This design comes from an exercise in tuning for small area and a short achievable clock period on the open sky130 flow, not from production work.
At most, simulation tests tie the RTL to the original design; equivalence was not proved.
For runs 1 and 4, only the layout was checked, not whether the RTL still works.
Power is estimated from default activity; no workload was simulated.

### flow/config.mk
export PLATFORM = sky130hd
export DESIGN_NAME = RISC_TOY_SYS
export DESIGN_NICKNAME = RISC_TOY_SYS
export VERILOG_FILES = /design/flow/design.v
export SDC_FILE = /design/flow/constraint.sdc
export NUM_CORES = 8
export LEC_CHECK = 0
export CAP_MARGIN = 20
export CORE_MARGIN = 2
export CORE_UTILIZATION = 55
export CTS_BUF_LIST = sky130_fd_sc_hd__clkbuf_8
export CTS_CLUSTER_DIAMETER = 80
export CTS_CLUSTER_SIZE = 14
export SETUP_SLACK_MARGIN = 0.2
export SLEW_MARGIN = 20
### flow/constraint.sdc
create_clock -name core_clock -period 14.0 [get_ports {CLK}]
set_input_delay 2.8000 -clock core_clock [delete_from_list [all_inputs] [get_ports {CLK}]]
set_output_delay 2.8000 -clock core_clock [all_outputs]
set_load 0.01 [all_outputs]
### flow/design.v
module REGFILE (
    input  wire          CLK,
    input  wire          RSTN,
    input  wire          WE,
    input  wire [4:0]    WA,
    input  wire [31:0]   DI,
    output wire [1023:0] Q,         
    output wire [31:0]   VALID,     
    output wire [31:0]   CONSIG,
    output wire [31:0]   CONSIG_D    
);
    reg [31:0] r31;
    reg [30:0] valid;
    reg [31*32-1:0] rf;
    wire [31:0] wdec = WE ? (32'd1 << WA) : 32'd0;
    integer w;
    always @(posedge CLK) begin
        for (w = 0; w < 31; w = w + 1)
            if (wdec[w]) rf[w*32 +: 32] <= DI;
    end
    always @(posedge CLK or negedge RSTN) begin
        if (!RSTN) begin
            valid <= 31'd0;
            r31   <= 32'd0;
        end else begin
            valid <= valid | wdec[30:0];
            if (wdec[31]) r31 <= DI;
        end
    end
    assign Q      = {r31, rf};
    assign VALID  = {1'b1, valid};
    assign CONSIG = r31;
    assign CONSIG_D = wdec[31] ? DI : r31;
endmodule
module RFREAD (
    input  wire [32:0]      S,
    input  wire [33*32-1:0] D,
    output reg  [31:0]      Y
);
    integer k;
    always @(*) begin
        Y = 32'd0;
        for (k = 0; k < 33; k = k + 1)
            Y = Y | ({32{S[k]}} & D[k*32 +: 32]);
    end
endmodule
module OPMUX (
    input  wire [31:0] E,
    input  wire        S,
    input  wire [31:0] L,
    output wire [31:0] Y
);
    assign Y = E | ({32{S}} & L);
endmodule
module ADD32SK (
    input  wire [31:0] a,
    input  wire [31:0] b,
    input  wire        ci,
    output wire [31:0] s
);
    wire [31:0] p = a ^ b;
    wire [31:0] g0 = a & b;
    wire [31:0] g = {g0[31:1], g0[0] | (p[0] & ci)};
    reg  [31:0] G, P;
    integer l, i, j;
    always @(*) begin
        G = g; P = p;
        for (l = 0; l < 5; l = l + 1)
            for (i = 0; i < 32; i = i + 1)
                if (i[l]) begin
                    j = ((i >> l) << l) - 1;
                    G[i] = G[i] | (P[i] & G[j]);
                    P[i] = P[i] & P[j];
                end
    end
    assign s = p ^ {G[30:0], ci};
endmodule
module RISC_TOY (
    input  wire        CLK,
    input  wire        RSTN,
    output wire        IREQ,
    output wire [29:0] IADDR,
    input  wire [31:0] INSTR,
    output wire        DREQ,
    output wire [1:0]  DRW,
    output wire [29:0] DADDR,
    output wire [31:0] DWDATA,
    output wire [31:0] CONSIG,
    output wire [31:0] CONSIG_D,
    input  wire [31:0] DRDATA
);
    reg [31:0] PC, PC_ID;
    reg        jump_d;               
    reg [31:0] RD1_EX, RD2_EX, IMM_EX;
    reg        RW_EX, DREQ_EX, LD_EX;                    
    reg        BAL_EX, BZ_EX, BNZ_EX, BPOS_EX, BNEG_EX;   
    reg        DRW0_EX, LDRES_EX, LINK_EX;
    reg [4:0]  RAC_EX;
    reg [3:0]  SA_EX, SB_EX;         
    reg [5:0]  SBB_EX;               
    reg        SHREG_EX;             
    reg [4:0]  SHIMM_EX;
    reg        OP_ADD, OP_SUB;
    reg [3:0]  LUT_EX;      
    reg        OP_SHL, OP_LSR, OP_ASR, OP_ROR, OP_PC;
    reg [31:0] ALU_MEM, RD2_MEM;
    reg        RW_MEM, DREQ_MEM;                         
    reg [1:0]  DRW_MEM;
    reg [4:0]  RAC_MEM;
    reg        LDRES_MEM, LINK_MEM;
    reg [31:0] WBVAL;
    reg        RW_WB;                                    
    reg [4:0]  RAC_WB;
    reg        LD_WB;
    wire [31:0] RESULT_WB = LD_WB ? DRDATA : WBVAL;
    wire [4:0] op = INSTR[31:27];
    wire [4:0] fa = INSTR[26:22];
    wire [4:0] fb = INSTR[21:17];
    wire [4:0] fc = INSTR[16:12];
    wire isADD  = op == 5'b00000;
    wire isADDI = op == 5'b00001;
    wire isSUB  = op == 5'b00010;
    wire isNEG  = op == 5'b00011;
    wire isNOT  = op == 5'b00100;
    wire isAND  = op == 5'b00101;
    wire isANDI = op == 5'b00110;
    wire isOR   = op == 5'b00111;
    wire isORI  = op == 5'b01000;
    wire isXOR  = op == 5'b01001;
    wire isLSR  = op == 5'b01010;
    wire isASR  = op == 5'b01011;
    wire isSHL  = op == 5'b01100;
    wire isROR  = op == 5'b01101;
    wire isMOVI = op == 5'b01110;
    wire isJ    = op == 5'b01111;
    wire isJL   = op == 5'b10000;
    wire isBR   = op == 5'b10001;
    wire isBRL  = op == 5'b10010;
    wire isST   = op == 5'b10011;
    wire isSTR  = op == 5'b10100;
    wire isLD   = op == 5'b10101;
    wire isLDR  = op == 5'b10110;
    wire isLDIP = op == 5'b10111;
    wire isSTIP = op == 5'b11000;
    wire regwrite = isADD | isADDI | isSUB | isNEG | isNOT | isAND | isANDI | isOR |
                    isORI | isXOR | isLSR | isASR | isSHL | isROR | isMOVI | isJL |
                    isBRL | isLD | isLDR;
    wire memreq   = isST | isSTR | isLD | isLDR | isLDIP | isSTIP;
    wire isload   = isLD | isLDR | isLDIP;                   
    wire drw0     = isLDIP | isSTIP;                         
    wire branch   = isBR | isBRL;
    wire jump     = isJ | isJL;
    wire pcrel    = isLDR | isSTR;
    wire useimm   = isADDI | isANDI | isORI | isMOVI | isJ | isJL | isST | isSTR |
                    isLD | isLDR | isLDIP | isSTIP;
    wire nn  = isNEG | isNOT;
    wire stx = isST | isSTR;
    function mA;    
        input [4:0] R;
        input nn_, str_;
        input [4:0] fb_, fc_;
        mA = ~str_ & (nn_ ? (fc_ == R) : (fb_ == R));
    endfunction
    function mB;    
        input [4:0] R;
        input nn_, stx_;
        input [4:0] fa_, fc_;
        mB = stx_ ? (fa_ == R) : (~nn_ & (fc_ == R));
    endfunction
    wire taken;
    wire flush = taken | jump_d;
    wire hz    = LD_EX & (RAC_EX != 5'd0) &
                 (mA(RAC_EX, nn, isSTR, fb, fc) | mB(RAC_EX, nn, stx, fa, fc));
    wire vld   = ~taken & ~jump_d & ~hz;     
    wire [31:0] sext17 = {{15{INSTR[16]}}, INSTR[16:0]};
    wire [31:0] zext17 = {15'd0, INSTR[16:0]};
    wire [31:0] sext22 = {{10{INSTR[21]}}, INSTR[21:0]};
    wire [31:0] zext22 = {10'd0, INSTR[21:0]};
    wire [31:0] P4_ID  = PC_ID + 32'd4;
    wire        tbase  = ~(INSTR[31] & INSTR[29]);
    wire [31:0] target;
    ADD32SK u_tadd (.a(tbase ? P4_ID : PC_ID), .b(sext22), .ci(1'b0), .s(target));
    reg [31:0] imm_ID;
    always @(*) begin
        if (jump)                      imm_ID = P4_ID;       
        else if (isBRL)                imm_ID = PC_ID;       
        else if (isST | isLD)          imm_ID = (fb == 5'b11111) ? zext17 : sext17;
        else if (isSTR | isLDR)        imm_ID = target;      
        else if (isLDIP | isSTIP)      imm_ID = zext22;
        else                           imm_ID = sext17;
    end
    wire [1023:0] rf_q;
    wire [31:0]   rf_valid;
    REGFILE u_rf (
        .CLK(CLK), .RSTN(RSTN),
        .WE(RW_WB), .WA(RAC_WB), .DI(RESULT_WB),
        .Q(rf_q), .VALID(rf_valid),
        .CONSIG(CONSIG), .CONSIG_D(CONSIG_D)
    );
    wire fwd1 = RW_WB & (RAC_WB != 5'd0) & mA(RAC_WB, nn, isSTR, fb, fc);
    wire fwd2 = RW_WB & (RAC_WB != 5'd0) & mB(RAC_WB, nn, stx, fa, fc);
    wire [31:0] decfa = 32'd1 << fa;
    wire [31:0] decfb = 32'd1 << fb;
    wire [31:0] decfc = 32'd1 << fc;
    wire [31:0] wbm   = RW_WB ? ((32'd1 << RAC_WB) & 32'hFFFFFFFE) : 32'd0;
    wire [31:0] rmask = rf_valid & ~wbm;
    wire [31:0] dec1  = (nn ? decfc : decfb) & rmask;
    wire [31:0] dec2  = (stx ? decfa : nn ? 32'd0 : decfc) & rmask;
    wire [32:0] sel1 = {fwd1, dec1};
    wire [32:0] sel2 = {fwd2, dec2};
    wire [31:0] RD1_ID, RD2_ID;
    RFREAD u_rd1 (.S(sel1), .D({RESULT_WB, rf_q}), .Y(RD1_ID));
    RFREAD u_rd2 (.S(sel2), .D({RESULT_WB, rf_q}), .Y(RD2_ID));
    wire fmA = RW_EX  & (RAC_EX  != 5'd0) & mA(RAC_EX,  nn, isSTR, fb, fc);
    wire fwA = RW_MEM & (RAC_MEM != 5'd0) & mA(RAC_MEM, nn, isSTR, fb, fc);
    wire fmB = RW_EX  & (RAC_EX  != 5'd0) & mB(RAC_EX,  nn, stx, fa, fc);
    wire fwB = RW_MEM & (RAC_MEM != 5'd0) & mB(RAC_MEM, nn, stx, fa, fc);
    wire zeroA = (fb == 5'b11111);
    wire [3:0] sa_ID = pcrel ? 4'b0000 :      
                       zeroA ? 4'b0000 :
                       fmA   ? 4'b0010 :
                       fwA   ? (LDRES_MEM ? 4'b1000 : 4'b0100) : 4'b0001;
    wire [3:0] sb_ID = fmB   ? 4'b0010 :
                       fwB   ? (LDRES_MEM ? 4'b1000 : 4'b0100) : 4'b0001;
    wire [31:0] A_EX;
    wire [31:0] PCp4 = PC + 32'd4;
    wire [31:0] pc_base = (hz & ~jump_d) ? PC : (jump & ~jump_d) ? target : PCp4;
    wire [31:0] pc_next = taken ? A_EX : pc_base;
    always @(posedge CLK or negedge RSTN) begin
        if (!RSTN) begin
            PC     <= 32'd0;
            PC_ID  <= 32'd0;
            jump_d <= 1'b0;
        end else begin
            PC     <= pc_next;
            PC_ID  <= flush ? 32'd0 : hz ? PC_ID : PC;
            jump_d <= jump & ~flush;
        end
    end
    assign IREQ  = RSTN ? 1'b1 : 1'b0;
    assign IADDR = PC[29:0];
    wire [2:0] bc = INSTR[2:0];
    always @(posedge CLK or negedge RSTN) begin
        if (!RSTN) begin
            RW_EX   <= 1'b0;
            DREQ_EX <= 1'b0;
            LD_EX   <= 1'b0;
            BAL_EX  <= 1'b0;
            BZ_EX   <= 1'b0;
            BNZ_EX  <= 1'b0;
            BPOS_EX <= 1'b0;
            BNEG_EX <= 1'b0;
        end else begin
            RW_EX   <= vld & regwrite;
            DREQ_EX <= vld & memreq;
            LD_EX   <= vld & isload;
            BAL_EX  <= vld & branch & (bc == 3'b001);
            BZ_EX   <= vld & branch & (bc == 3'b010);
            BNZ_EX  <= vld & branch & (bc == 3'b011);
            BPOS_EX <= vld & branch & (bc == 3'b100);
            BNEG_EX <= vld & branch & (bc == 3'b101);
        end
    end
    always @(posedge CLK) begin
        RD1_EX    <= RD1_ID;
        RD2_EX    <= RD2_ID;
        IMM_EX    <= imm_ID;
        RAC_EX    <= fa;
        DRW0_EX   <= drw0;
        LDRES_EX  <= isload;
        LINK_EX   <= isJL | isBRL;
        SA_EX     <= isNEG ? 4'b0000 : sa_ID;
        SB_EX     <= sb_ID;
        SBB_EX    <= isNEG ? {sa_ID[0], 1'b0, sa_ID[3:1], 1'b0} : useimm ? 6'b010000 : {2'b00, sb_ID};
        SHREG_EX  <= INSTR[5];
        SHIMM_EX  <= INSTR[4:0];
        OP_ADD    <= isADD | isADDI | isST | isSTR | isLD | isLDR;
        OP_SUB    <= isSUB | isNEG;
        LUT_EX    <= (isAND | isANDI)                     ? 4'b1000 :
                     (isOR | isORI)                       ? 4'b1110 :
                     isXOR                                ? 4'b0110 :
                     isNOT                                ? 4'b0011 :
                     (isMOVI | branch | isLDIP | isSTIP)  ? 4'b1010 : 4'b0000;
        OP_PC     <= isJL;      
        OP_SHL    <= isSHL;
        OP_LSR    <= isLSR;
        OP_ASR    <= isASR;
        OP_ROR    <= isROR;
    end
    wire [31:0] A_e  = ({32{SA_EX[0]}} & RD1_EX)  | ({32{SA_EX[1]}} & ALU_MEM) |
                       ({32{SA_EX[2]}} & WBVAL);
    wire [31:0] R2_e = ({32{SB_EX[0]}} & RD2_EX)  | ({32{SB_EX[1]}} & ALU_MEM) |
                       ({32{SB_EX[2]}} & WBVAL);
    wire [31:0] B_e  = ({32{SBB_EX[0]}} & RD2_EX)  | ({32{SBB_EX[1]}} & ALU_MEM) |
                       ({32{SBB_EX[2]}} & WBVAL)   | ({32{SBB_EX[4]}} & IMM_EX) |
                       ({32{SBB_EX[5]}} & RD1_EX);
    wire [31:0] A, R2, B;
    OPMUX u_opa (.E(A_e),  .S(SA_EX[3]),  .L(DRDATA), .Y(A));
    OPMUX u_opr (.E(R2_e), .S(SB_EX[3]),  .L(DRDATA), .Y(R2));
    OPMUX u_opb (.E(B_e),  .S(SBB_EX[3]), .L(DRDATA), .Y(B));
    assign A_EX = A;
    wire r2z = (R2_e == 32'd0) & (~SB_EX[3] | (DRDATA == 32'd0));
    wire r2s = R2_e[31] | (SB_EX[3] & DRDATA[31]);
    assign taken = BAL_EX | (BZ_EX & r2z) | (BNZ_EX & ~r2z) |
                   (BPOS_EX & ~r2s) | (BNEG_EX & r2s);
    wire [31:0] Y   = B ^ {32{OP_SUB}};
    wire [31:0] SUM;
    ADD32SK u_sum (.a(A), .b(Y), .ci(OP_SUB), .s(SUM));
    wire [4:0] sh = SHREG_EX ? R2[4:0] : SHIMM_EX;
    function [31:0] rev32;
        input [31:0] v;
        integer i;
        begin
            for (i = 0; i < 32; i = i + 1) rev32[i] = v[31-i];
        end
    endfunction
    wire [31:0] SX = OP_SHL ? rev32(A) : A;
    wire [31:0] RR = (({SX, SX}) >> sh);
    wire [31:0] MK = (32'hFFFFFFFF >> sh) | {32{OP_ROR}};    
    wire [31:0] T  = RR & MK;
    wire [31:0] SHR = T | ({32{OP_ASR & A[31]}} & ~MK);
    reg [31:0] LOGIC;
    integer li;
    always @(*) for (li = 0; li < 32; li = li + 1) LOGIC[li] = LUT_EX[{A[li], B[li]}];
    wire [31:0] alu =
        ({32{OP_ADD | OP_SUB}} & SUM) |
        LOGIC |
        ({32{OP_PC}}    & PC) |
        ({32{OP_SHL}}   & rev32(T)) |
        ({32{OP_LSR | OP_ASR | OP_ROR}} & SHR) |
        32'd0;
    always @(posedge CLK or negedge RSTN) begin
        if (!RSTN) begin
            RW_MEM   <= 1'b0;
            DREQ_MEM <= 1'b0;
        end else begin
            RW_MEM   <= RW_EX;
            DREQ_MEM <= DREQ_EX;
        end
    end
    always @(posedge CLK) begin
        ALU_MEM   <= alu;
        RD2_MEM   <= LINK_EX ? IMM_EX : R2;    
        DRW_MEM   <= {LD_EX, DRW0_EX};
        RAC_MEM   <= RAC_EX;
        LDRES_MEM <= LDRES_EX;
        LINK_MEM  <= LINK_EX;
    end
    assign DREQ   = DREQ_MEM;
    assign DRW    = DRW_MEM;
    assign DADDR  = ALU_MEM[29:0];
    assign DWDATA = RD2_MEM;
    always @(posedge CLK or negedge RSTN) begin
        if (!RSTN) RW_WB <= 1'b0;
        else       RW_WB <= RW_MEM;
    end
    always @(posedge CLK) begin
        WBVAL  <= LINK_MEM ? RD2_MEM : ALU_MEM;
        RAC_WB <= RAC_MEM;
        LD_WB  <= LDRES_MEM;
    end
endmodule
module MAC10 (
    input  wire [9:0] acc,
    input  wire [3:0] a,
    input  wire [3:0] b,
    output wire [9:0] s
);
    wire t1 = acc[3] ^ (a[1] & b[2]);
    wire t2 = acc[3] & (a[1] & b[2]);
    wire t3 = acc[4] ^ (a[2] & b[2]) ^ ~(a[3] & b[1]);
    wire t4 = (acc[4] & (a[2] & b[2])) | (acc[4] & ~(a[3] & b[1])) | ((a[2] & b[2]) & ~(a[3] & b[1]));
    wire t5 = acc[2] ^ (a[0] & b[2]);
    wire t6 = acc[2] & (a[0] & b[2]);
    wire t7 = (a[2] & b[1]) ^ ~(a[3] & b[0]) ^ ~(a[0] & b[3]);
    wire t8 = ((a[2] & b[1]) & ~(a[3] & b[0])) | ((a[2] & b[1]) & ~(a[0] & b[3])) | (~(a[3] & b[0]) & ~(a[0] & b[3]));
    wire t9 = ~(a[1] & b[3]) ^ 1'b1 ^ t3;
    wire t10 = (~(a[1] & b[3]) & 1'b1) | (~(a[1] & b[3]) & t3) | (1'b1 & t3);
    wire t11 = acc[5] ^ ~(a[3] & b[2]) ^ ~(a[2] & b[3]);
    wire t12 = (acc[5] & ~(a[3] & b[2])) | (acc[5] & ~(a[2] & b[3])) | (~(a[3] & b[2]) & ~(a[2] & b[3]));
    wire t13 = acc[1] ^ (a[0] & b[1]);
    wire t14 = acc[1] & (a[0] & b[1]);
    wire t15 = (a[1] & b[1]) ^ (a[2] & b[0]) ^ t5;
    wire t16 = ((a[1] & b[1]) & (a[2] & b[0])) | ((a[1] & b[1]) & t5) | ((a[2] & b[0]) & t5);
    wire t17 = t1 ^ t7 ^ t6;
    wire t18 = (t1 & t7) | (t1 & t6) | (t7 & t6);
    wire t19 = t2 ^ t9 ^ t8;
    wire t20 = (t2 & t9) | (t2 & t8) | (t9 & t8);
    wire t21 = t4 ^ t11 ^ t10;
    wire t22 = (t4 & t11) | (t4 & t10) | (t11 & t10);
    wire t23 = acc[6] ^ (a[3] & b[3]) ^ t12;
    wire t24 = (acc[6] & (a[3] & b[3])) | (acc[6] & t12) | ((a[3] & b[3]) & t12);
    wire t25 = acc[7] ^ 1'b1;
    wire t26 = acc[7] & 1'b1;
    wire t27 = acc[8] ^ 1'b1;
    wire t28 = acc[8] & 1'b1;
    wire t29 = acc[9] ^ 1'b1;
    wire t30 = acc[9] & 1'b1;
    wire [9:0] x = {t29, t27, t25, t23, t21, t19, t17, t15, (a[1] & b[0]), acc[0]};
    wire [9:0] y = {t28, t26, t24, t22, t20, t18, t16, t14, t13, (a[0] & b[0])};
    wire [10:0] c;
    assign c[0] = 1'b0;
    genvar i;
    generate for (i = 0; i < 10; i = i + 1) begin : g_rc
        assign s[i] = x[i] ^ y[i] ^ c[i];
        assign c[i+1] = (x[i] & y[i]) | (x[i] & c[i]) | (y[i] & c[i]);
    end endgenerate
endmodule
module MAC10F (
    input  wire [9:0] acc,
    input  wire [3:0] a,
    input  wire [3:0] b,
    output wire [9:0] s
);
    wire t1 = acc[1] ^ (a[0] & b[1]) ^ (a[1] & b[0]);
    wire t2 = (acc[1] & (a[0] & b[1])) | (acc[1] & (a[1] & b[0])) | ((a[0] & b[1]) & (a[1] & b[0]));
    wire t3 = acc[2] ^ (a[0] & b[2]) ^ (a[1] & b[1]);
    wire t4 = (acc[2] & (a[0] & b[2])) | (acc[2] & (a[1] & b[1])) | ((a[0] & b[2]) & (a[1] & b[1]));
    wire t5 = acc[3] ^ (a[1] & b[2]) ^ (a[2] & b[1]);
    wire t6 = (acc[3] & (a[1] & b[2])) | (acc[3] & (a[2] & b[1])) | ((a[1] & b[2]) & (a[2] & b[1]));
    wire t7 = ~(a[3] & b[0]) ^ ~(a[0] & b[3]);
    wire t8 = ~(a[3] & b[0]) & ~(a[0] & b[3]);
    wire t9 = acc[4] ^ (a[2] & b[2]) ^ ~(a[3] & b[1]);
    wire t10 = (acc[4] & (a[2] & b[2])) | (acc[4] & ~(a[3] & b[1])) | ((a[2] & b[2]) & ~(a[3] & b[1]));
    wire t11 = ~(a[1] & b[3]) ^ 1'b1;
    wire t12 = ~(a[1] & b[3]) & 1'b1;
    wire t13 = acc[5] ^ ~(a[3] & b[2]) ^ ~(a[2] & b[3]);
    wire t14 = (acc[5] & ~(a[3] & b[2])) | (acc[5] & ~(a[2] & b[3])) | (~(a[3] & b[2]) & ~(a[2] & b[3]));
    wire t15 = t2 ^ t3 ^ (a[2] & b[0]);
    wire t16 = (t2 & t3) | (t2 & (a[2] & b[0])) | (t3 & (a[2] & b[0]));
    wire t17 = t4 ^ t5 ^ t7;
    wire t18 = (t4 & t5) | (t4 & t7) | (t5 & t7);
    wire t19 = t6 ^ t8 ^ t9;
    wire t20 = (t6 & t8) | (t6 & t9) | (t8 & t9);
    wire t21 = t10 ^ t12 ^ t13;
    wire t22 = (t10 & t12) | (t10 & t13) | (t12 & t13);
    wire t23 = t14 ^ acc[6] ^ (a[3] & b[3]);
    wire t24 = (t14 & acc[6]) | (t14 & (a[3] & b[3])) | (acc[6] & (a[3] & b[3]));
    wire t25 = t18 ^ t19 ^ t11;
    wire t26 = (t18 & t19) | (t18 & t11) | (t19 & t11);
    wire t27 = t24 ^ acc[7] ^ 1'b1;
    wire t28 = (t24 & acc[7]) | (t24 & 1'b1) | (acc[7] & 1'b1);
    wire t29 = t26 ^ t20 ^ t21;
    wire t30 = (t26 & t20) | (t26 & t21) | (t20 & t21);
    wire t31 = t28 ^ acc[8] ^ 1'b1;
    wire t32 = (t28 & acc[8]) | (t28 & 1'b1) | (acc[8] & 1'b1);
    wire t33 = t30 ^ t22 ^ t23;
    wire t34 = (t30 & t22) | (t30 & t23) | (t22 & t23);
    wire t35 = t32 ^ acc[9] ^ 1'b1;
    wire t36 = (t32 & acc[9]) | (t32 & 1'b1) | (acc[9] & 1'b1);
    wire [9:0] x = {t35, t31, t34, t33, t29, t25, t16, t15, t1, acc[0]};
    wire [9:0] y = {1'b0, 1'b0, t27, 1'b0, 1'b0, 1'b0, t17, 1'b0, 1'b0, (a[0] & b[0])};
    assign s = x + y;
endmodule
module CUSTOM_IP (
    input  wire        CLK,
    input  wire        RSTN,
    input  wire [31:0] IPIN,
    input  wire [31:0] CON,
    input  wire [31:0] CON_D,    
    output wire [31:0] IPOUT
);
    wire start_bit = CON[2];
    wire is_3x3    = CON[0];
    wire init_bit  = CON[1];
    reg        receiving_enable, computing_enable;
    reg [2:0]  cnt;
    reg [4:0]  exec_cnt;
    reg        clr_mac, update_ready;
    reg [1:0]  mac_enable;
    reg        last_start_bit;
    reg        zrows;
    reg [15:0] buf0, buf1, buf2, buf3, buf4, buf5, buf6, buf7;
    wire start_evt = start_bit & ~last_start_bit & ~receiving_enable & ~computing_enable;
    always @(posedge CLK or negedge RSTN) begin
        if (!RSTN) begin
            receiving_enable <= 1'b0;
            computing_enable <= 1'b0;
            cnt              <= 3'd0;
            exec_cnt         <= 5'd0;
            clr_mac          <= 1'b0;
            update_ready     <= 1'b0;
            mac_enable       <= 2'b00;
            last_start_bit   <= 1'b0;
            zrows            <= 1'b0;
        end else begin
            last_start_bit <= start_bit;
            if (init_bit) begin
                receiving_enable <= 1'b0;
                computing_enable <= 1'b0;
                cnt              <= 3'd0;
                exec_cnt         <= 5'd0;
            end
            if (start_evt) begin
                receiving_enable <= 1'b1;
                cnt              <= 3'd1;
                zrows            <= 1'b0;
            end else if (receiving_enable) begin
                if (cnt == 3'd7) begin
                    receiving_enable <= 1'b0;
                    cnt              <= 3'd0;
                    computing_enable <= 1'b1;
                    exec_cnt         <= 5'd0;
                    if (init_bit) zrows <= 1'b1;
                end else begin
                    cnt <= cnt + 3'd1;
                end
            end
            if (computing_enable && !init_bit) begin
                exec_cnt <= exec_cnt + 5'd1;
                if (exec_cnt == 5'd0) begin
                    clr_mac      <= 1'b1;
                    update_ready <= 1'b1;
                    mac_enable   <= is_3x3 ? 2'b01 : 2'b11;
                end else if (exec_cnt == 5'd1) begin
                    clr_mac <= 1'b0;
                end else if (exec_cnt > 5'd12) begin
                    computing_enable <= 1'b0;
                    update_ready     <= 1'b0;
                    mac_enable       <= 2'b00;
                    exec_cnt         <= 5'd0;
                end
            end else if (init_bit) begin
                clr_mac      <= 1'b1;
                update_ready <= 1'b1;
                mac_enable   <= is_3x3 ? 2'b01 : 2'b11;
            end else begin
                clr_mac      <= 1'b0;
                update_ready <= 1'b0;
                mac_enable   <= 2'b00;
            end
        end
    end
    wire [15:0] wdata = (is_3x3 && receiving_enable && (cnt == 3'd3 || cnt == 3'd7)) ? 16'd0 : IPIN[15:0];
    wire [7:0]  wrow  = start_evt ? 8'd1 : receiving_enable ? (8'd1 << cnt) : 8'd0;
    always @(posedge CLK) begin
        if (wrow[0]) buf0 <= wdata;
        if (wrow[1]) buf1 <= wdata;
        if (wrow[2]) buf2 <= wdata;
        if (wrow[3]) buf3 <= wdata;
        if (wrow[4]) buf4 <= wdata;
        if (wrow[5]) buf5 <= wdata;
        if (wrow[6]) buf6 <= wdata;
        if (wrow[7]) buf7 <= wdata;
    end
    wire [15:0] row [0:7];
    assign row[0] = buf0;
    assign row[1] = buf1;
    assign row[2] = buf2;
    assign row[3] = buf3;
    assign row[4] = buf4;
    assign row[5] = buf5;
    assign row[6] = buf6;
    assign row[7] = buf7;
    wire [13:0] d;
    genvar ge;
    generate
        for (ge = 0; ge < 14; ge = ge + 1) begin : g_dec
            assign d[ge] = computing_enable & (exec_cnt == ge);
        end
    endgenerate
    reg [3:0] a_in_row [0:3];
    reg [3:0] b_in_col [0:3];
    integer r, c, t;
    always @(*) begin
        for (r = 0; r < 4; r = r + 1) begin
            a_in_row[r] = 4'd0;
            for (t = 0; t < 4; t = t + 1)
                if (d[r + t + 2] && !zrows && !(is_3x3 && (r == 3 || t == 3)))
                    a_in_row[r] = a_in_row[r] | row[r][t*4 +: 4];
        end
        for (c = 0; c < 4; c = c + 1) begin
            b_in_col[c] = 4'd0;
            for (t = 0; t < 4; t = t + 1)
                if (d[c + t + 2] && !(zrows && t != 3) && !(is_3x3 && c == 3))
                    b_in_col[c] = b_in_col[c] | row[4 + t][c*4 +: 4];
        end
    end
    reg  [63:0]  a_q, b_q;
    reg  [159:0] acc_q;
    reg  [1:0]   gvalid;
    wire [63:0]  pa, pb;
    wire [15:0]  en;
    wire [159:0] acc_d;
    genvar gi, gj;
    generate
        for (gi = 0; gi < 4; gi = gi + 1) begin : g_i
            for (gj = 0; gj < 4; gj = gj + 1) begin : g_j
                localparam integer N = gi * 4 + gj;
                wire [9:0] macs;
                assign en[N] = (gi == 3 || gj == 3) ? mac_enable[1] : mac_enable[0];
                if (gj == 0) begin : g_a0
                    assign pa[N*4 +: 4] = a_in_row[gi];
                end else begin : g_a1
                    assign pa[N*4 +: 4] = a_q[(N-1)*4 +: 4];
                end
                if (gi == 0) begin : g_b0
                    assign pb[N*4 +: 4] = b_in_col[gj];
                end else begin : g_b1
                    assign pb[N*4 +: 4] = b_q[(N-4)*4 +: 4];
                end
                if (gi == 0 || gj == 0) begin : g_fast    
                    MAC10F u_mac (.acc(acc_q[N*10 +: 10]), .a(pa[N*4 +: 4]), .b(pb[N*4 +: 4]), .s(macs));
                end else begin : g_small
                    MAC10  u_mac (.acc(acc_q[N*10 +: 10]), .a(pa[N*4 +: 4]), .b(pb[N*4 +: 4]), .s(macs));
                end
                assign acc_d[N*10 +: 10] = clr_mac ? 10'd0 : macs;
            end
        end
    endgenerate
    reg  [1:0] flush;
    always @(posedge CLK or negedge RSTN) begin
        if (!RSTN)               flush <= 2'd3;
        else if (flush != 2'd0)  flush <= flush - 2'd1;
    end
    wire fl = (flush != 2'd0);
    integer m;
    always @(posedge CLK) begin
        for (m = 0; m < 16; m = m + 1)
            if (en[m] | fl) begin
                a_q[m*4 +: 4] <= pa[m*4 +: 4];
                b_q[m*4 +: 4] <= pb[m*4 +: 4];
            end
    end
    integer q;
    always @(posedge CLK) begin
        for (q = 0; q < 16; q = q + 1)
            if (en[q] & update_ready) acc_q[q*10 +: 10] <= acc_d[q*10 +: 10];
    end
    always @(posedge CLK or negedge RSTN) begin
        if (!RSTN) gvalid <= 2'b00;
        else       gvalid <= gvalid | (mac_enable & {2{update_ready & clr_mac}});
    end
    wire [1:0]  gvalid_d = gvalid | (mac_enable & {2{update_ready & clr_mac}});
    wire [3:0]  sel_d    = {CON_D[7:6], CON_D[5:4]};
    wire        selg_d   = (CON_D[7:6] == 2'd3) | (CON_D[5:4] == 2'd3);
    wire        on_d     = CON_D[8] & gvalid_d[selg_d];
    reg  [15:0] rsel;
    always @(posedge CLK or negedge RSTN) begin
        if (!RSTN) rsel <= 16'd0;
        else       rsel <= on_d ? (16'd1 << sel_d) : 16'd0;
    end
    reg [9:0] cval;
    integer s;
    always @(*) begin
        cval = 10'd0;
        for (s = 0; s < 16; s = s + 1)
            cval = cval | ({10{rsel[s]}} & acc_q[s*10 +: 10]);
    end
    assign IPOUT = {{22{cval[9]}}, cval};
endmodule
module RISC_TOY_SYS (
    input  wire          CLK,
    input  wire          RSTN,
    output wire          IREQ,
    output wire [29:0]   IADDR,
    input  wire [31:0]   INSTR,
    output wire          DREQ,
    output wire [1:0]    DRW,
    output wire [29:0]   DADDR,
    output wire [31:0]   DWDATA,
    input  wire [31:0]   DRDATA,
    output wire [31:0]   CONSIG,
    input  wire [31:0]   IPIN,
    output wire [31:0]   IPOUT
);
    wire [31:0] consig_d;    
    RISC_TOY u_core (
        .CLK    (CLK),
        .RSTN   (RSTN),
        .IREQ   (IREQ),
        .IADDR  (IADDR),
        .INSTR  (INSTR),
        .DREQ   (DREQ),
        .DRW    (DRW),
        .DADDR  (DADDR),
        .DWDATA (DWDATA),
        .CONSIG (CONSIG),
        .CONSIG_D (consig_d),
        .DRDATA (DRDATA)
    );
    CUSTOM_IP u_ip (
        .CLK    (CLK),
        .RSTN   (RSTN),
        .IPIN   (IPIN),
        .CON    (CONSIG),
        .CON_D  (consig_d),
        .IPOUT  (IPOUT)
    );
endmodule
### flow/flow/run.sh
#!/bin/bash
# Own flow for RISC_TOY_SYS. Runs in the standard flow's work folder (design.v,
# config.mk, standard.sh, synth_recipe.tcl, flow/, out/).
#  1. design_gl.v: design.v with two combinational modules replaced by
#     gate-level ones (flow/gen_gl.py): the register file's read selector
#     (RFREAD, an a222oi AND-OR tree) and the EX operand selector's last
#     gate (OPMUX, a21o). They have no registers, so the registers are the
#     standard synthesis's.
#  2. Synthesis is synth_recipe.tcl with the ABC pass called through a Tcl
#     proc (same arguments; the script is flow/abc.script if present).
#  3. the standard layout (standard.sh) with small port buffers
#     (buf_2) instead of buffer_ports' default delay cells, and repair_timing
#     aimed below the clock period (the SDC is unchanged); clock tree
#     synthesis without dummy loads; RSTN and IREQ pins side by side
#     (flow/io.tcl).
# Each tool's output goes to a log file of its own here.
set -euo pipefail
W=$(pwd)
python3 flow/gen_gl.py "$W/rfread_gl.v" > gen_gl.log 2>&1
python3 - "$W/design.v" "$W/rfread_gl.v" "$W/design_gl.v" > design_gl.log 2>&1 <<'PY'
import re, sys
src = open(sys.argv[1]).read()
gl = open(sys.argv[2]).read()
for m in ("RFREAD", "OPMUX"):
    pat = re.compile(r"\bmodule\s+" + m + r"\b.*?\bendmodule\b", re.S)
    assert len(pat.findall(src)) == 1, m + " not found exactly once"
    src = pat.sub("", src)
open(sys.argv[3], "w").write(src + "\n" + gl)
print("design_gl.v written")
PY
# ABC: ORFS's script, or flow/abc.script when there is one
if [[ -f flow/abc.script ]]; then
  ABCP="set i [lsearch \$args -script]; if {\$i >= 0} { lset args [expr {\$i+1}] $W/flow/abc.script }; "
else
  ABCP=""
fi
{
  echo 'proc synth {args} { yosys synth -nofsm -noshare {*}$args }'
  echo "proc abc {args} { ${ABCP}yosys abc {*}\$args }"
  tail -n +2 synth_recipe.tcl
} > my_synth.tcl
bash standard.sh \
  "VERILOG_FILES=$W/design_gl.v" \
  "SYNTH_SCRIPT=$W/my_synth.tcl" \
  "BUFFER_PORTS_ARGS=-buffer_cell sky130_fd_sc_hd__buf_2" \
  "SETUP_SLACK_MARGIN=8.4" \
  "IO_CONSTRAINTS=$W/flow/io.tcl" \
  "CTS_ARGS=-sink_clustering_enable -repair_clock_nets -sink_clustering_size 14 -sink_clustering_max_diameter 80 -buf_list sky130_fd_sc_hd__clkbuf_8 -dont_use_dummy_load" \
  finish > standard_flow.log 2>&1
### flow/flow/gen_gl.py
#!/usr/bin/env python3
"""Writes gate-level (sky130hd cells) versions of two RTL modules, used by
flow/run.sh in place of the RTL ones:
  RFREAD (rtl/model.v): 33-way one-hot AND-OR, 32 bits (a222oi tree);
  OPMUX (rtl/stage_EX.v): Y = E | (S & L), 32 bits (one a21o per bit)."""
import sys
P = "sky130_fd_sc_hd__"
NT, W = 33, 32
o = ["// Generated by flow/gen_gl.py for the own flow.",
     "module RFREAD (S, D, Y);",
     f"  input [{NT-1}:0] S;",
     f"  input [{NT*W-1}:0] D;",
     f"  output [{W-1}:0] Y;"]
for b in range(W):
    o.append(f"  wire [10:0] n{b};")
    o.append(f"  wire [2:0] p{b};")
    for g in range(11):
        t = [3*g, 3*g+1, 3*g+2]
        o.append(f"  {P}a222oi_1 a{b}_{g} (.A1(S[{t[0]}]), .A2(D[{t[0]*W+b}]), .B1(S[{t[1]}]), .B2(D[{t[1]*W+b}]), .C1(S[{t[2]}]), .C2(D[{t[2]*W+b}]), .Y(n{b}[{g}]));")
    o.append(f"  {P}nand4_1 q{b}_0 (.A(n{b}[0]), .B(n{b}[1]), .C(n{b}[2]), .D(n{b}[3]), .Y(p{b}[0]));")
    o.append(f"  {P}nand4_1 q{b}_1 (.A(n{b}[4]), .B(n{b}[5]), .C(n{b}[6]), .D(n{b}[7]), .Y(p{b}[1]));")
    o.append(f"  {P}nand3_1 q{b}_2 (.A(n{b}[8]), .B(n{b}[9]), .C(n{b}[10]), .Y(p{b}[2]));")
    o.append(f"  {P}or3_1 r{b} (.A(p{b}[0]), .B(p{b}[1]), .C(p{b}[2]), .X(Y[{b}]));")
o.append("endmodule")
o += ["module OPMUX (E, S, L, Y);",
      "  input [31:0] E;", "  input S;", "  input [31:0] L;", "  output [31:0] Y;"]
for b in range(32):
    o.append(f"  {P}a21o_1 m{b} (.A1(S), .A2(L[{b}]), .B1(E[{b}]), .X(Y[{b}]));")
o.append("endmodule")
open(sys.argv[1], "w").write("\n".join(o) + "\n")
### flow/flow/io.tcl
# Keep RSTN and IREQ (IREQ = RSTN through the two port buffers) side by side.
set_io_pin_constraint -pin_names {RSTN IREQ} -group -order
### flow/standard.sh
#!/bin/bash
# synth_recipe.tcl (not shown) runs the flow's synth.tcl, then flattens the netlist and writes it again
# the make line also repeats each setting of config.mk as NAME=value (left out here)
make -C /OpenROAD-flow-scripts/flow DESIGN_CONFIG=/design/flow/config.mk WORK_HOME=/design/flow/orfs CLKGATE_MAP_FILE= SYNTH_SCRIPT=/design/flow/synth_recipe.tcl "${@:-finish}"
==> out/summary.txt, run 1 <==
global-route wire length before repair: 490300 um
placer congestion estimate: 1.015
gr usage total: 40.95%
Hold Vio Cnt, Final: 0
period utilisation layout: 41.82%
global route overflow: 0
crit start category: input pin
# setup viols final: 0
GR peak layer: met2
DR vias: 70225
Post-CTS Hold Buffers: 0
Top Ports: 258
maxcap violations: 0
die extent in y: 410.0 um
final cell count without fillers: 9499
leading cell type in the layout, fill and taps excluded: edfxtp_1
DP HPWL: 230600 um
per-cell routed wire length: 37.26 um
minimum clock period: 5.855 ns
total CTS buffers: 150
CTS sink cnt: 1796
kind of critical path: input pin to flip-flop
commonest non-fill, non-tap cells in the layout: 1376 x edfxtp_1, 814 x a222oi_1, 453 x nand2_1, 377 x inv_1, 289 x nor2_1
Reg clk slew, reported paths: 0.09 ns
DR iter-0 viols: 14961
leak pwr: 36.28 nW
die width: 410.0 um
critical path arrival: 6.67 ns
Detailed Route WL: 353900 um
DP Cell Count: 9282
Synth Flop Type: edfxtp_1
Clock Tree Root: clkbuf_8
vias in the first global route: 66132
worst clock skew: 0.1152 ns
CTS tree: built
Synth Register Bits: 1796
met1 GRT Util: 54.50%
Worst Path Max Fanout: 38
post-layout net count: 7784
largest net degree at the start of global routing: 85
Max rail drop VDD: 0.0001190 V
first drt pass iteration count: 20
unrepaired setup endpoints after global routing: true
P per Cell Area: 154.3 mW/mm2
count of mapped cells out of synthesis: 7081
met3 usage: 10.90%
CP endpoint kind: flip-flop
mapped cell area: 0.09067 mm2
Rel. slew slack: 15.23%
Fill cells: 13518
num rows: 149
EDFF count, synth: 1376
Worst Tran Pin Value: 1.269 ns
H-tree depth: 4
Max Freq: 170.8 MHz
sequential area share after synthesis: 55.81%
Net Count, Synth: 7590
Yosys cell types: 86
Async S/R FF share, synth: 9.688%
outcome: timing/DRC/antenna clean
GRT met2 Usage: 60.26%
Residual DRC: 0
Syn. warnings: 6
post-route setup TNS: 0 ns
Critical Path RT: 14.81 ns
Avg Cell Area, Syn: 12.80 um2
Worst Hold Class: flip-flop to flip-flop
Vias/cell: 7.393
Area growth syn-to-layout: 7.575%
Max Slew Vio Count: 0
Initial Utilization: 55.14%
Port Buf Inserts: 241
Clock Path Buffers: 3
layout cells sized above 1: 14.04%
die area: 0.1681 mm2
initial antenna violation count: 44
core area: 0.1644 mm2
insertion delay to the later sink of the worst-skew pair: 0.98 ns
Routed Antenna Nets: 0
==> final timing paths <==
| path | slack (ns) | cells after the start | startpoint | endpoint |
|---|---|---|---|---|
| worst max-delay path | 8.15 | 11 | INSTR[29] | u_core.RD1_EX[1]$_DFF_P_ |
| worst min-delay path | 0.31 | 0 | u_core.DRW0_EX$_DFF_P_ | u_core.DRW_MEM[0]$_DFF_P_ |
| worst max register to register | 8.58 | 22 | u_ip.exec_cnt[0]$_DFF_PN0_ | u_ip.acc_q[128]$_SDFFCE_PP0P_ |
| worst min register to register | 0.31 | 0 | u_core.DRW0_EX$_DFF_P_ | u_core.DRW_MEM[0]$_DFF_P_ |
| max in group asynchronous | 10.13 | 4 | RSTN | u_core.PC_ID[14]$_DFFE_PN0P_ |
| min in group asynchronous | 1.78 | 1 | RSTN | u_core.u_rf.valid[29]$_DFF_PN0_ |
==> per-stage QoR <==
step	hold WS [ns]	instance area (um2)	utilization (%)	power [W]	setup slack, ns
global placement	0.3157	94700	57.60	0.01214	6.822
detailed placement	0.3147	94700	57.60	0.01226	6.771
floorplan	0.3096	90900	-	0.01041	7.731
CTS	0.3022	97120	59.07	0.01488	8.190
finish	0.3054	97540	59.32	0.01505	8.145
global route	0.3128	97500	59.29	0.01565	8.186
==> per-layer routing <==
metal	part of all wire, %	up-vias
met5	0.043	-
met4	7.0	22
met3	13	953
met2	43	5304
met1	36	35289
li1	-	28657
==> critical path, stage by stage <==
cell and delay (ns):
buf_6 0.22, or3b_4 0.47, a21oi_4 0.17, nand2b_1 0.07, buf_4 0.26, nand3_1 0.18
a21oi_4 0.07, buf_4 0.31, a222oi_1 0.46, nand4_1 0.83, or3_4 0.72
==> cells by family after synthesis <==
kind of cell               Yosys count  synth area share (%)
AOI/OAI and AO/OA                 1774                 16.24
xor gates and xnor gates           233                 2.259
adders and majority gates          411                 7.700
buffers and inverters              792                 3.832
DFF                               1796                 55.81
muxes                              290                 4.270
and+or+nand+nor                   1785                 9.889
==> cell usage after synthesis (70+ instances only) <==
library cell  instances  area [um2]
a21o_1              119       893.4
a21oi_1             215        1076
a221oi_1             70       613.1
a222oi_1            814        8148
a22o_1               82       718.2
a22oi_1              87       653.1
and2_1              176        1101
buf_4               119       893.4
clkbuf_1            225       844.6
dfrtp_1             172        4304
dfxtp_1             246        4925
edfxtp_1           1376       41320
fa_1                245        4905
ha_1                166        2077
inv_1               396        1486
mux2_2              138        1554
mux2i_1              89       890.9
nand2_1             463        1738
nand3_1             179       895.9
nand4_1             177        1107
nor2_1              333        1250
nor2b_1             117       732.0
nor3_1               71       355.3
o21ai_0             149       745.7
or3_1                84       525.5
xnor2_1             118        1033
xor2_1              114       998.5
==> state kept, by name, indices dropped and copies added (netlist names), 48 cells and up <==
register / flops
u_ip.b_q: 48
u_ip.a_q: 48
u_ip.acc_q: 160
u_core.u_rf.rf: 992
==> area by class of cell <==
type,count,area [um2],area share (%)
multi-input cells,4494,37730,38.69
well taps,2189,2739,2.808
inverters,398,1494,1.532
flip-flops and latches,1796,50630,51.91
diodes,37,92.59,0.09493
clock buffers,150,2064,2.117
repair buffers,435,2788,2.858
==> repair_timing <==
action                                  in CTS  in global routing
endpoints found under the setup margin     132                 92
gates cloned                                 3                  0
pin swaps                                    7                 28
resized for setup                           41                 57
buffers inserted                            10                 17
==> where the power goes <==
part	switching, W	internal, W
sequential	0.000927	0.00676
combinational	0.00294	0.00177
clock	0.00170	0.000957
==> run 2: changes to the inputs <==
--- a/flow/design.v
+++ b/flow/design.v
@@ -301,6 +301,5 @@
     assign A_EX = A;
-    wire r2z = (R2_e == 32'd0) & (~SB_EX[3] | (DRDATA == 32'd0));
-    wire r2s = R2_e[31] | (SB_EX[3] & DRDATA[31]);
+    wire r2z = (R2 == 32'd0);
     assign taken = BAL_EX | (BZ_EX & r2z) | (BNZ_EX & ~r2z) |
-                   (BPOS_EX & ~r2s) | (BNEG_EX & r2s);
+                   (BPOS_EX & ~R2[31]) | (BNEG_EX & R2[31]);
     wire [31:0] Y   = B ^ {32{OP_SUB}};
==> run 2 against run 1 <==
Utilization grew 0.22 points. Worst setup slack gained 0.046 ns. Register-to-register slack lost 0.07 ns. Combinational power grew 1%. Still clean on timing, DRC and antenna. Global-route usage is essentially flat. Critical endpoint is now IREQ. Wire length shrank 0.27%. Largest cell class unchanged. Largest power group unchanged. First-iteration DRC count shrank 3.6%. Clock skew shrank 0.022 ns.
==> out/summary.txt, run 2 <==
num rows: 149
core area: 0.1644 mm2
mapped cell area: 0.09072 mm2
per-cell routed wire length: 37.02 um
Rel. slew slack: 16.68%
post-route setup TNS: 0 ns
Synth Flop Type: edfxtp_1
CTS tree: built
H-tree depth: 4
gr usage total: 40.97%
Worst Path Max Fanout: 3
Synth Register Bits: 1796
Max rail drop VDD: 0.0001112 V
insertion delay to the later sink of the worst-skew pair: 0.98 ns
P per Cell Area: 154.6 mW/mm2
layout cells sized above 1: 14.34%
period utilisation layout: 41.49%
Clock Tree Root: clkbuf_8
CTS sink cnt: 1796
outcome: timing/DRC/antenna clean
Total Power: 0.01513 W
CP max stage delay: 0.11 ns
Max Slew Vio Count: 0
count of mapped cells out of synthesis: 7089
Max Freq: 172.1 MHz
CP endpoint kind: output pin
kind of critical path: input pin to output pin
crit-path cells: buf_16 -> buf_6
Crit path buffers/inverters: 2
DR vias: 70628
Reg clk slew, reported paths: 0.09 ns
Yosys cell types: 98
leak pwr: 36.42 nW
critical path arrival: 3.01 ns
total CTS buffers: 152
crit start category: input pin
maxcap violations: 0
Routed Antenna Nets: 0
global route overflow: 0
Async S/R FF share, synth: 9.688%
Residual DRC: 0
Net Count, Synth: 7598
ranking of synthesized cells by area: edfxtp_1 46%, a222oi_1 9.2%, dfxtp_1 5.4%
Worst Tran Pin Value: 1.247 ns
largest net degree at the start of global routing: 82
initial antenna violation count: 55
Post-synth top cells: 1376 x edfxtp_1, 830 x a222oi_1, 466 x nand2_1, 391 x inv_1, 381 x nor2_1
Initial Utilization: 55.18%
vias in the first global route: 66307
DR iter-0 viols: 14416
Largest delay share family, worst path: buffers and inverters
Vias/cell: 7.407
share of the synthesized area in the top cell type: 45.54%
Syn. warnings: 6
number of flip-flops in the largest register: 992
unrepaired setup endpoints after global routing: true
worst clock skew: 0.09309 ns
EDFF count, synth: 1376
Synth area leader: edfxtp_1
Hold Vio Cnt, Final: 0
DP HPWL: 229000 um
Critical Path RT: 11.20 ns
leading cell type in the layout, fill and taps excluded: edfxtp_1
placer congestion estimate: 1.014
Top Registers: u_core.u_rf.rf (992), u_ip.acc_q (160)
Avg Cell Area, Syn: 12.80 um2
minimum clock period: 5.809 ns
die extent in y: 410.1 um
Worst Hold Class: flip-flop to flip-flop
Area growth syn-to-layout: 7.913%
die width: 410.1 um
sequential area share after synthesis: 55.77%
Post-CTS Hold Buffers: 0
Detailed Route WL: 353000 um
post-layout net count: 7796
Clock Path Buffers: 3
Top Ports: 258
global-route wire length before repair: 490400 um
first drt pass iteration count: 17
Most flops, register: u_core.u_rf.rf
slowest cell on the critical path: buf_6
die area: 0.1682 mm2
# setup viols final: 0
commonest non-fill, non-tap cells in the layout: 1376 x edfxtp_1, 830 x a222oi_1, 456 x nand2_1, 374 x inv_1, 307 x nor2_1
Port Buf Inserts: 241
top-count cell post-synth: edfxtp_1
==> run 2: cell type report <==
cell class	count	area, um2
well taps	2189	2739
inverters	392	1473
diodes	61	152.6
clock buffers	152	2092
flip-flops and latches	1796	50630
repair buffers	434	2869
multi-input cells	4511	37940
fillers	13426	66530
==> run 2: power breakdown <==
| part | internal [W] | switching, W | total [W] |
|---|---|---|---|
| Combinational | 0.00179 | 0.00297 | 0.00477 |
| Sequential | 0.00677 | 0.000907 | 0.00767 |
| Clock | 0.000970 | 0.00172 | 0.00269 |
| Total | 0.00953 | 0.00560 | 0.0151 |
==> run 2: kinds of logic (layout without fill, tap and decap cells) <==
group	count (synthesis)	count (layout)	synth area share (%)
flops	1796	1796	55.77
compound gates	1793	1793	16.42
simple gates	1780	1781	9.789
buf+inv	783	978	3.828
fa+ha+maj	411	411	7.695
mux	282	282	4.126
xor+xnor	244	244	2.364
other cells	0	61	0
==> run 2: through the flow <==
step | area [um2] | instances | worst slack [ns] | hold WS, ns | util [%]
final | 97900 | 9535 | 8.191 | 0.3413 | 59.54
after global routing | 97860 | 9516 | 8.183 | 0.3404 | 59.51
after CTS | 97150 | 9449 | 8.189 | 0.3446 | 59.08
after detailed placement | 94630 | 9276 | 6.813 | 0.3171 | 57.55
after global placement | 94610 | 9275 | 6.926 | 0.3122 | 57.54
after floorplan | 91050 | 7089 | 7.993 | 0.3096 | -
==> run 2: layer usage <==
metal | vias up | global-route usage (%) | part of all wire (%)
met5 | - | 0 | 0.035
met4 | 22 | 27.12 | 7.7
met3 | 998 | 11.24 | 13
met2 | 5412 | 59.05 | 43
met1 | 35518 | 54.42 | 36
li1 | 28678 | - | -
==> run 2: path summary, 6_finish.rpt <==
kind	startpoint	cells past startpoint	slack, ns	endpoint
max	RSTN	2	8.19	IREQ
min	u_core.LDRES_EX$_DFF_P_	0	0.34	u_core.LDRES_MEM$_DFF_P_
max reg2reg	u_ip.exec_cnt[1]$_DFF_PN0_	21	8.51	u_ip.acc_q[89]$_SDFFCE_PP0P_
min reg2reg	u_core.LDRES_EX$_DFF_P_	0	0.34	u_core.LDRES_MEM$_DFF_P_
max in group asynchronous	RSTN	3	10.78	u_core.PC[12]$_DFFE_PN0P_
min in group asynchronous	RSTN	1	1.80	u_core.u_rf.r31[20]$_DFFE_PN0P_
==> run 2: repair_timing <==
| action | 4_1_cts | 5_1_grt |
|---|---|---|
| cloned | 3 | 2 |
| buffers inserted | 18 | 22 |
| setup endpoints to repair | 148 | 74 |
| gates resized for setup | 49 | 93 |
| pin swaps | 14 | 42 |
==> run 3: changes to the inputs <==
--- a/flow/flow/run.sh
+++ b/flow/flow/run.sh
@@ -47,3 +47,3 @@
   "IO_CONSTRAINTS=$W/flow/io.tcl" \
-  "CTS_ARGS=-sink_clustering_enable -repair_clock_nets -sink_clustering_size 14 -sink_clustering_max_diameter 80 -buf_list sky130_fd_sc_hd__clkbuf_8 -dont_use_dummy_load" \
+  "CTS_ARGS=-sink_clustering_enable -repair_clock_nets -sink_clustering_size 18 -sink_clustering_max_diameter 60 -buf_list sky130_fd_sc_hd__clkbuf_8 -dont_use_dummy_load" \
   finish > standard_flow.log 2>&1
--- a/flow/config.mk
+++ b/flow/config.mk
@@ -11,4 +11,4 @@
 export CTS_BUF_LIST = sky130_fd_sc_hd__clkbuf_8
-export CTS_CLUSTER_DIAMETER = 80
-export CTS_CLUSTER_SIZE = 14
+export CTS_CLUSTER_DIAMETER = 60
+export CTS_CLUSTER_SIZE = 18
 export SETUP_SLACK_MARGIN = 0.2
==> run 3 against run 2 <==
Die area did not move. Combinational power hardly changed. Still clean on timing, DRC and antenna. Largest cell class unchanged. Wire length grew 0.21%. Critical path type is now input pin to flip-flop. Critical path depth is 9 higher. First-iteration DRC count grew 2.1%.
==> out/summary.txt, run 3 <==
outcome: timing/DRC/antenna clean
worst hold endpoint: u_core.DRW_MEM[0]$_DFF_P_
unrepaired setup endpoints after global routing: true
Initial Utilization: 55.18%
Sw Share: 37.03%
R2R Setup Slk: 8.59 ns
Reg clk slew, reported paths: 0.10 ns
die area: 0.1682 mm2
Syn. warnings: 6
Synth Flop Type: edfxtp_1
total CTS buffers: 149
worst reg2reg endpoint: u_ip.acc_q[49]$_SDFFCE_PP0P_
Fill cells: 13427
layout cells sized above 1: 14.32%
r2r startpoint: u_ip.computing_enable$_DFF_PN0_
Hold Vio Cnt, Final: 0
gr usage total: 40.74%
Avg Cell Area, Syn: 12.80 um2
Net Count, Synth: 7598
period utilisation layout: 41.78%
Synth area leader: edfxtp_1
largest net degree at the start of global routing: 82
crit start category: input pin
Max rail drop VDD: 0.0001142 V
Crit path buffers/inverters: 2
CTS tree: built
Clock Path Buffers: 3
Area growth syn-to-layout: 7.891%
num rows: 149
mapped cell area: 0.09072 mm2
core area: 0.1644 mm2
die width: 410.1 um
first drt pass iteration count: 15
sequential area share after synthesis: 55.77%
Clock Tree Root: clkbuf_8
initial antenna violation count: 49
crit-path cells: buf_2 -> or3b_4 -> a21oi_4 -> buf_4 -> nand3_1 -> nor2b_1 -> a22oi_1 -> nor2_2 -> a222oi_1 -> nand3_1 -> or3_1
ranking of synthesized cells by area: edfxtp_1 46%, a222oi_1 9.2%, dfxtp_1 5.4%
Detailed Route WL: 353700 um
Worst Hold Class: flip-flop to flip-flop
maxcap violations: 0
Worst Path Max Fanout: 22
Post-CTS Hold Buffers: 0
DP HPWL: 229000 um
Port Buf Inserts: 241
insertion delay to the later sink of the worst-skew pair: 0.99 ns
CTS sink cnt: 1796
Synth Register Bits: 1796
commonest non-fill, non-tap cells in the layout: 1376 x edfxtp_1, 830 x a222oi_1, 457 x nand2_1, 375 x inv_1, 306 x nor2_1
Worst Tran Pin Value: 1.449 ns
Yosys cell types: 98
P_sw: 0.005586 W
post-route setup TNS: 0 ns
minimum clock period: 5.849 ns
CP endpoint kind: flip-flop
global route overflow: 0
critical path arrival: 6.76 ns
Max Slew Vio Count: 0
Vias/cell: 7.396
P per Cell Area: 154.1 mW/mm2
CP Depth: 11
leading cell type in the layout, fill and taps excluded: edfxtp_1
Residual DRC: 0
CP most frequent cell: nand3_1
Largest delay share family, worst path: simple AND/OR/NAND/NOR gates
# setup viols final: 0
Worst R2R Path Depth: 18
top-count cell post-synth: edfxtp_1
Rel. slew slack: 2.376%
EDFF count, synth: 1376
kind of critical path: input pin to flip-flop
Top Ports: 258
Max Freq: 171.0 MHz
hold_sp: u_core.DRW0_EX$_DFF_P_
leak pwr: 36.45 nW
count of mapped cells out of synthesis: 7089
Top Registers: u_core.u_rf.rf (992), u_ip.acc_q (160)
DR vias: 70453
worst clock skew: 0.1164 ns
CP max stage delay: 1.11 ns
share of the synthesized area in the top cell type: 45.54%
Core Util, Final: 59.53%
per-cell routed wire length: 37.13 um
Critical Path RT: 14.91 ns
cell internal pwr: 0.009500 W
global-route wire length before repair: 488300 um
power share of the combinational group: 31.6%
Async S/R FF share, synth: 9.688%
Clock Power Share: 17.6%
Post-synth top cells: 1376 x edfxtp_1, 830 x a222oi_1, 466 x nand2_1, 391 x inv_1, 381 x nor2_1
number of flip-flops in the largest register: 992
Routed Antenna Nets: 0
die extent in y: 410.1 um
H-tree depth: 4
vias in the first global route: 66286
Hold Path Depth: 0
Most flops, register: u_core.u_rf.rf
placer congestion estimate: 1.014
Seq pwr share: 50.9%
slowest cell on the critical path: nor2_2
post-layout net count: 7795
DR iter-0 viols: 14712
==> run 3: cell counts after synthesis <==
No cell type changed its count.
==> run 3: per-stage QoR <==
| step | instance area, um2 | std cells | setup slack [ns] | total power, W | hold WS (ns) |
|---|---|---|---|---|---|
| floorplan | 91050 | 7089 | 7.993 | 0.01046 | 0.3096 |
| global placement | 94610 | 9275 | 6.926 | 0.01218 | 0.3122 |
| detailed placement | 94630 | 9276 | 6.813 | 0.01230 | 0.3171 |
| CTS | 97070 | 9442 | 8.189 | 0.01489 | 0.3433 |
| global route | 97850 | 9514 | 8.183 | 0.01570 | 0.3549 |
| finish | 97880 | 9526 | 8.151 | 0.01509 | 0.3421 |
==> run 3: area by class of cell <==
cell class / count / area [um2] / area share (%)
sequential: 1796 / 50630 / 51.73
clock buffer: 149 / 2051 / 2.095
timing repair buffer: 432 / 2850 / 2.912
multi-input combinational: 4515 / 38000 / 38.83
tap: 2189 / 2739 / 2.798
antenna: 53 / 132.6 / 0.1355
inverter: 392 / 1473 / 1.504
==> run 3: repair_timing <==
| item | 4_1_cts | 5_1_grt |
|---|---|---|
| buffers inserted | 14 | 24 |
| pin swaps | 14 | 40 |
| endpoints found under the hold margin | 0 | 0 |
| cloned | 3 | 6 |
| resized for setup | 43 | 105 |
| setup endpoints to repair | 151 | 98 |
==> run 3: power by group through the flow <==
stage               clock network (W)  logic [W]  registers, W
finish                        0.00265    0.00476       0.00768
CTS                           0.00266    0.00462       0.00761
global placement                    0    0.00447       0.00771
floorplan                           0    0.00323       0.00723
global route                  0.00283    0.00518       0.00769
detailed placement                  0    0.00458       0.00772
==> run 3: logic make-up (layout without fill, tap and decap cells) <==
group,Yosys count,count (layout),synth area share [%]
adders and majority gates,411,411,7.695
other,0,53,0
and+or+nand+nor,1780,1785,9.789
AOI/OAI and AO/OA,1793,1793,16.42
buffers and inverters,783,973,3.828
muxes,282,282,4.126
DFF,1796,1796,55.77
xor gates and xnor gates,244,244,2.364
==> run 3: worst max-delay path by stage <==
stage                                 endpoint      start
global route                              IREQ       RSTN
CTS                                       IREQ       RSTN
detailed placement   u_core.RD2_EX[30]$_DFF_P_  INSTR[29]
finish               u_core.RD2_EX[10]$_DFF_P_  INSTR[28]
floorplan           u_core.ALU_MEM[17]$_DFF_P_  DRDATA[0]
global placement     u_core.RD2_EX[11]$_DFF_P_  INSTR[29]
==> run 3: metal layers <==
layer | global-route usage (%) | part of all wire, % | vias to the layer above
met5 | 0 | 0.046 | -
met2 | 58.65 | 43 | 5467
met1 | 54.19 | 36 | 35288
met3 | 11.06 | 14 | 979
li1 | - | - | 28697
met4 | 27.10 | 7.7 | 22
==> run 4: changes to the inputs <==
--- a/flow/design.v
+++ b/flow/design.v
@@ -77,2 +77,15 @@
 endmodule
+module ROT32 (
+    input  wire [31:0] X,
+    input  wire        REV,
+    input  wire [4:0]  S,
+    output wire [31:0] Y
+);
+    reg [31:0] SX;
+    integer i;
+    always @(*)
+        for (i = 0; i < 32; i = i + 1) SX[i] = REV ? X[31-i] : X[i];
+    wire [63:0] SS = {SX, SX} >> S;
+    assign Y = SS[31:0];
+endmodule
 module RISC_TOY (
@@ -315,4 +328,4 @@
     endfunction
-    wire [31:0] SX = OP_SHL ? rev32(A) : A;
-    wire [31:0] RR = (({SX, SX}) >> sh);
+    wire [31:0] RR;
+    ROT32 u_rot (.X(A), .REV(OP_SHL), .S(sh), .Y(RR));    
     wire [31:0] MK = (32'hFFFFFFFF >> sh) | {32{OP_ROR}};    
--- a/flow/flow/run.sh
+++ b/flow/flow/run.sh
@@ -3,7 +3,7 @@
 # config.mk, standard.sh, synth_recipe.tcl, flow/, out/).
-#  1. design_gl.v: design.v with two combinational modules replaced by
+#  1. design_gl.v: design.v with three combinational modules replaced by
 #     gate-level ones (flow/gen_gl.py): the register file's read selector
-#     (RFREAD, an a222oi AND-OR tree) and the EX operand selector's last
-#     gate (OPMUX, a21o). They have no registers, so the registers are the
-#     standard synthesis's.
+#     (RFREAD, an a222oi AND-OR tree), the EX operand selector's last gate
+#     (OPMUX, a21o) and the shifter's rotator (ROT32, mux2i). They have no
+#     registers, so the registers are the standard synthesis's.
 #  2. Synthesis is synth_recipe.tcl with the ABC pass called through a Tcl
@@ -23,3 +23,3 @@
 gl = open(sys.argv[2]).read()
-for m in ("RFREAD", "OPMUX"):
+for m in ("RFREAD", "OPMUX", "ROT32"):
     pat = re.compile(r"\bmodule\s+" + m + r"\b.*?\bendmodule\b", re.S)
@@ -47,3 +47,3 @@
   "IO_CONSTRAINTS=$W/flow/io.tcl" \
-  "CTS_ARGS=-sink_clustering_enable -repair_clock_nets -sink_clustering_size 18 -sink_clustering_max_diameter 60 -buf_list sky130_fd_sc_hd__clkbuf_8 -dont_use_dummy_load" \
+  "CTS_ARGS=-sink_clustering_enable -repair_clock_nets -sink_clustering_size 14 -sink_clustering_max_diameter 80 -buf_list sky130_fd_sc_hd__clkbuf_8 -dont_use_dummy_load" \
   finish > standard_flow.log 2>&1
--- a/flow/flow/gen_gl.py
+++ b/flow/flow/gen_gl.py
@@ -4,3 +4,5 @@
   RFREAD (rtl/model.v): 33-way one-hot AND-OR, 32 bits (a222oi tree);
-  OPMUX (rtl/stage_EX.v): Y = E | (S & L), 32 bits (one a21o per bit)."""
+  OPMUX (rtl/stage_EX.v): Y = E | (S & L), 32 bits (one a21o per bit);
+  ROT32 (rtl/stage_EX.v): Y = ROR(REV ? reverse(X) : X, S), six levels of
+  inverting 2:1 muxes (mux2i)."""
 import sys
@@ -29,2 +31,18 @@
 o.append("endmodule")
+o += ["module ROT32 (X, REV, S, Y);",
+      "  input [31:0] X;", "  input REV;", "  input [4:0] S;", "  output [31:0] Y;"]
+# stage 0: reversal (inverting mux), stages 1..5: rotate right by 1, 2, 4, 8,
+# 16 (inverting muxes); six inversions in all
+o.append("  wire [31:0] n0, n1, n2, n3, n4, n5;")
+for i in range(32):
+    o.append(f"  {P}mux2i_1 v{i} (.A0(X[{i}]), .A1(X[{31-i}]), .S(REV), .Y(n0[{i}]));")
+src = "n0"
+for k in range(5):
+    dst = f"n{k+1}" if k < 4 else "Y"
+    if k == 4:
+        pass
+    for i in range(32):
+        o.append(f"  {P}mux2i_1 r{k}_{i} (.A0({src}[{i}]), .A1({src}[{(i + (1 << k)) % 32}]), .S(S[{k}]), .Y({dst}[{i}]));")
+    src = dst
+o.append("endmodule")
 open(sys.argv[1], "w").write("\n".join(o) + "\n")
--- a/flow/config.mk
+++ b/flow/config.mk
@@ -11,4 +11,4 @@
 export CTS_BUF_LIST = sky130_fd_sc_hd__clkbuf_8
-export CTS_CLUSTER_DIAMETER = 60
-export CTS_CLUSTER_SIZE = 18
+export CTS_CLUSTER_DIAMETER = 80
+export CTS_CLUSTER_SIZE = 14
 export SETUP_SLACK_MARGIN = 0.2
==> run 4 against run 3 <==
Sequential cell count unchanged. Wire length down 1.6%. Area after synthesis is 0.46% lower. Critical path depth fell by 9. Count of clock-buffer cells in the layout rose by 5. Via count shrank 2.0%. Worst setup slack gained 0.039 ns. Maximum frequency rose by 0.67%. Synthesized cell count shrank 1.2%.
==> out/summary.txt, run 4 <==
insertion delay to the later sink of the worst-skew pair: 0.97 ns
sequential area share after synthesis: 56.03%
placer congestion estimate: 1.111
Reg clk slew, reported paths: 0.09 ns
maxcap violations: 0
num rows: 148
die area: 0.1675 mm2
Top Registers: u_core.u_rf.rf (992), u_ip.acc_q (160)
met3 usage: 10.74%
Post-CTS Hold Buffers: 0
Synth area leader: edfxtp_1
Most flops, register: u_core.u_rf.rf
die extent in y: 409.2 um
Max rail drop VDD: 0.0001180 V
CP endpoint kind: output pin
post-layout net count: 7758
# setup viols final: 0
Hold Vio Cnt, Final: 0
Synth Flop Type: edfxtp_1
Clock Tree Root: clkbuf_8
Net Count, Synth: 7514
total CTS buffers: 154
Yosys cell types: 78
crit-path cells: buf_16 -> buf_6
Post-synth top cells: 1376 x edfxtp_1, 829 x a222oi_1, 474 x nand2_1, 404 x inv_1, 346 x nor2_1
Clock Path Buffers: 3
Async S/R FF share, synth: 9.688%
Largest delay share family, worst path: buffers and inverters
CTS tree: built
first drt pass iteration count: 22
count of mapped cells out of synthesis: 7004
Fill cells: 13157
Residual DRC: 0
share of the synthesized area in the top cell type: 45.75%
ranking of synthesized cells by area: edfxtp_1 46%, a222oi_1 9.2%, dfxtp_1 5.5%
Hold WS: 0.3472 ns
met1 GRT Util: 53.51%
critical path arrival: 3.01 ns
Synth Register Bits: 1796
vias in the first global route: 65954
Max Freq: 172.1 MHz
R2R Setup Slk: 8.55 ns
mapped cell area: 0.09031 mm2
Detailed Route WL: 348000 um
area of placed instances: 0.09429 mm2
worst clock skew: 0.1169 ns
outcome: timing/DRC/antenna clean
Initial Utilization: 55.42%
H-tree depth: 4
## run 4: cell types whose count changed in the layout (fill, tap and decap cells not counted), moves of 11 or more
cell and delta:
o21ai_1 -22, a21oi_1 -58, nor2_4 -17, o21ai_0 -22
nand3_1 +14, nor2b_1 -11, diode_2 -18, mux4_2 -29
xnor2_1 +16, mux2i_1 +153, nor3_1 -16, nand2b_1 +17
nor2_1 -19
## run 4: kinds of logic (layout without fill, tap and decap cells)
group / Yosys count / count (layout) / share of synthesized area, %
AOI/OAI and AO/OA: 1636 / 1637 / 15.39
xor gates and xnor gates: 251 / 251 / 2.434
adders and majority gates: 412 / 412 / 7.745
buffers and inverters: 766 / 1005 / 3.680
DFF: 1796 / 1796 / 56.03
muxes: 404 / 404 / 5.087
other: 0 / 35 / 0
and+or+nand+nor: 1739 / 1741 / 9.636
## run 4: per-layer routing
| layer | wire, um | vias up |
|---|---|---|
| li1 | - | 28338 |
| met1 | 126200 | 34657 |
| met2 | 150200 | 5089 |
| met3 | 44930 | 961 |
| met4 | 26640 | 20 |
| met5 | 124 | - |
## run 4: final timing paths
path / depth (start not counted) / from / endpoint
min: 0 / u_core.DRW0_EX$_DFF_P_ / u_core.DRW_MEM[0]$_DFF_P_
max in group asynchronous: 4 / RSTN / u_core.PC_ID[5]$_DFFE_PN0P_
max: 2 / RSTN / IREQ
min reg2reg: 0 / u_core.DRW0_EX$_DFF_P_ / u_core.DRW_MEM[0]$_DFF_P_
max reg2reg: 17 / u_ip.exec_cnt[0]$_DFF_PN0_ / u_ip.acc_q[48]$_SDFFCE_PP0P_
min in group asynchronous: 1 / RSTN / u_core.u_rf.valid[15]$_DFF_PN0_
## run 4: final cells by class
cell class | instances | area (um2) | share of cell area (%)
Tap cell | 2175 | 2721 | 2.786
Timing Repair Buffer | 445 | 3050 | 3.123
Clock buffer | 154 | 2120 | 2.170
Timing Repair inverter | 2 | 15.01 | 0.01537
Multi-Input combinational cell | 4445 | 37550 | 38.43
Sequential cell | 1796 | 50620 | 51.82
Antenna cell | 35 | 87.58 | 0.08966
Inverter | 404 | 1525 | 1.561
## run 4: power breakdown
group	leakage (nW)	total [W]	switching, W	internal, W
clock	1.11	0.00270	0.00172	0.000982
sequential	16.8	0.00766	0.000892	0.00676
combinational	18.7	0.00472	0.00293	0.00178
total	36.6	0.0151	0.00554	0.00953
## run 4: per-stage QoR
stage	std cells	total power [W]	setup slack, ns
2_1_floorplan	7004	0.01042	8.261
3_3_place_gp	9201	0.01212	6.876
3_5_place_dp	9201	0.01223	6.851
4_1_cts	9379	0.01490	8.189
5_1_grt	9448	0.01573	8.185
6_report	9456	0.01507	8.190
## run 4: what timing repair did
item / in CTS / in global routing
gates cloned: 6 / 3
setup endpoints to repair: 144 / 100
gates resized for setup: 58 / 63
buffers inserted: 18 / 36
pin swaps: 17 / 40

Check on run 4: ideal ports give 8.190 ns setup slack; a clkbuf_16 on the clock port and buf_2 on the inputs give 7.936 ns; moving port delays by the midpoint clock arrival (1.003 ns) as well gives 7.216 ns.
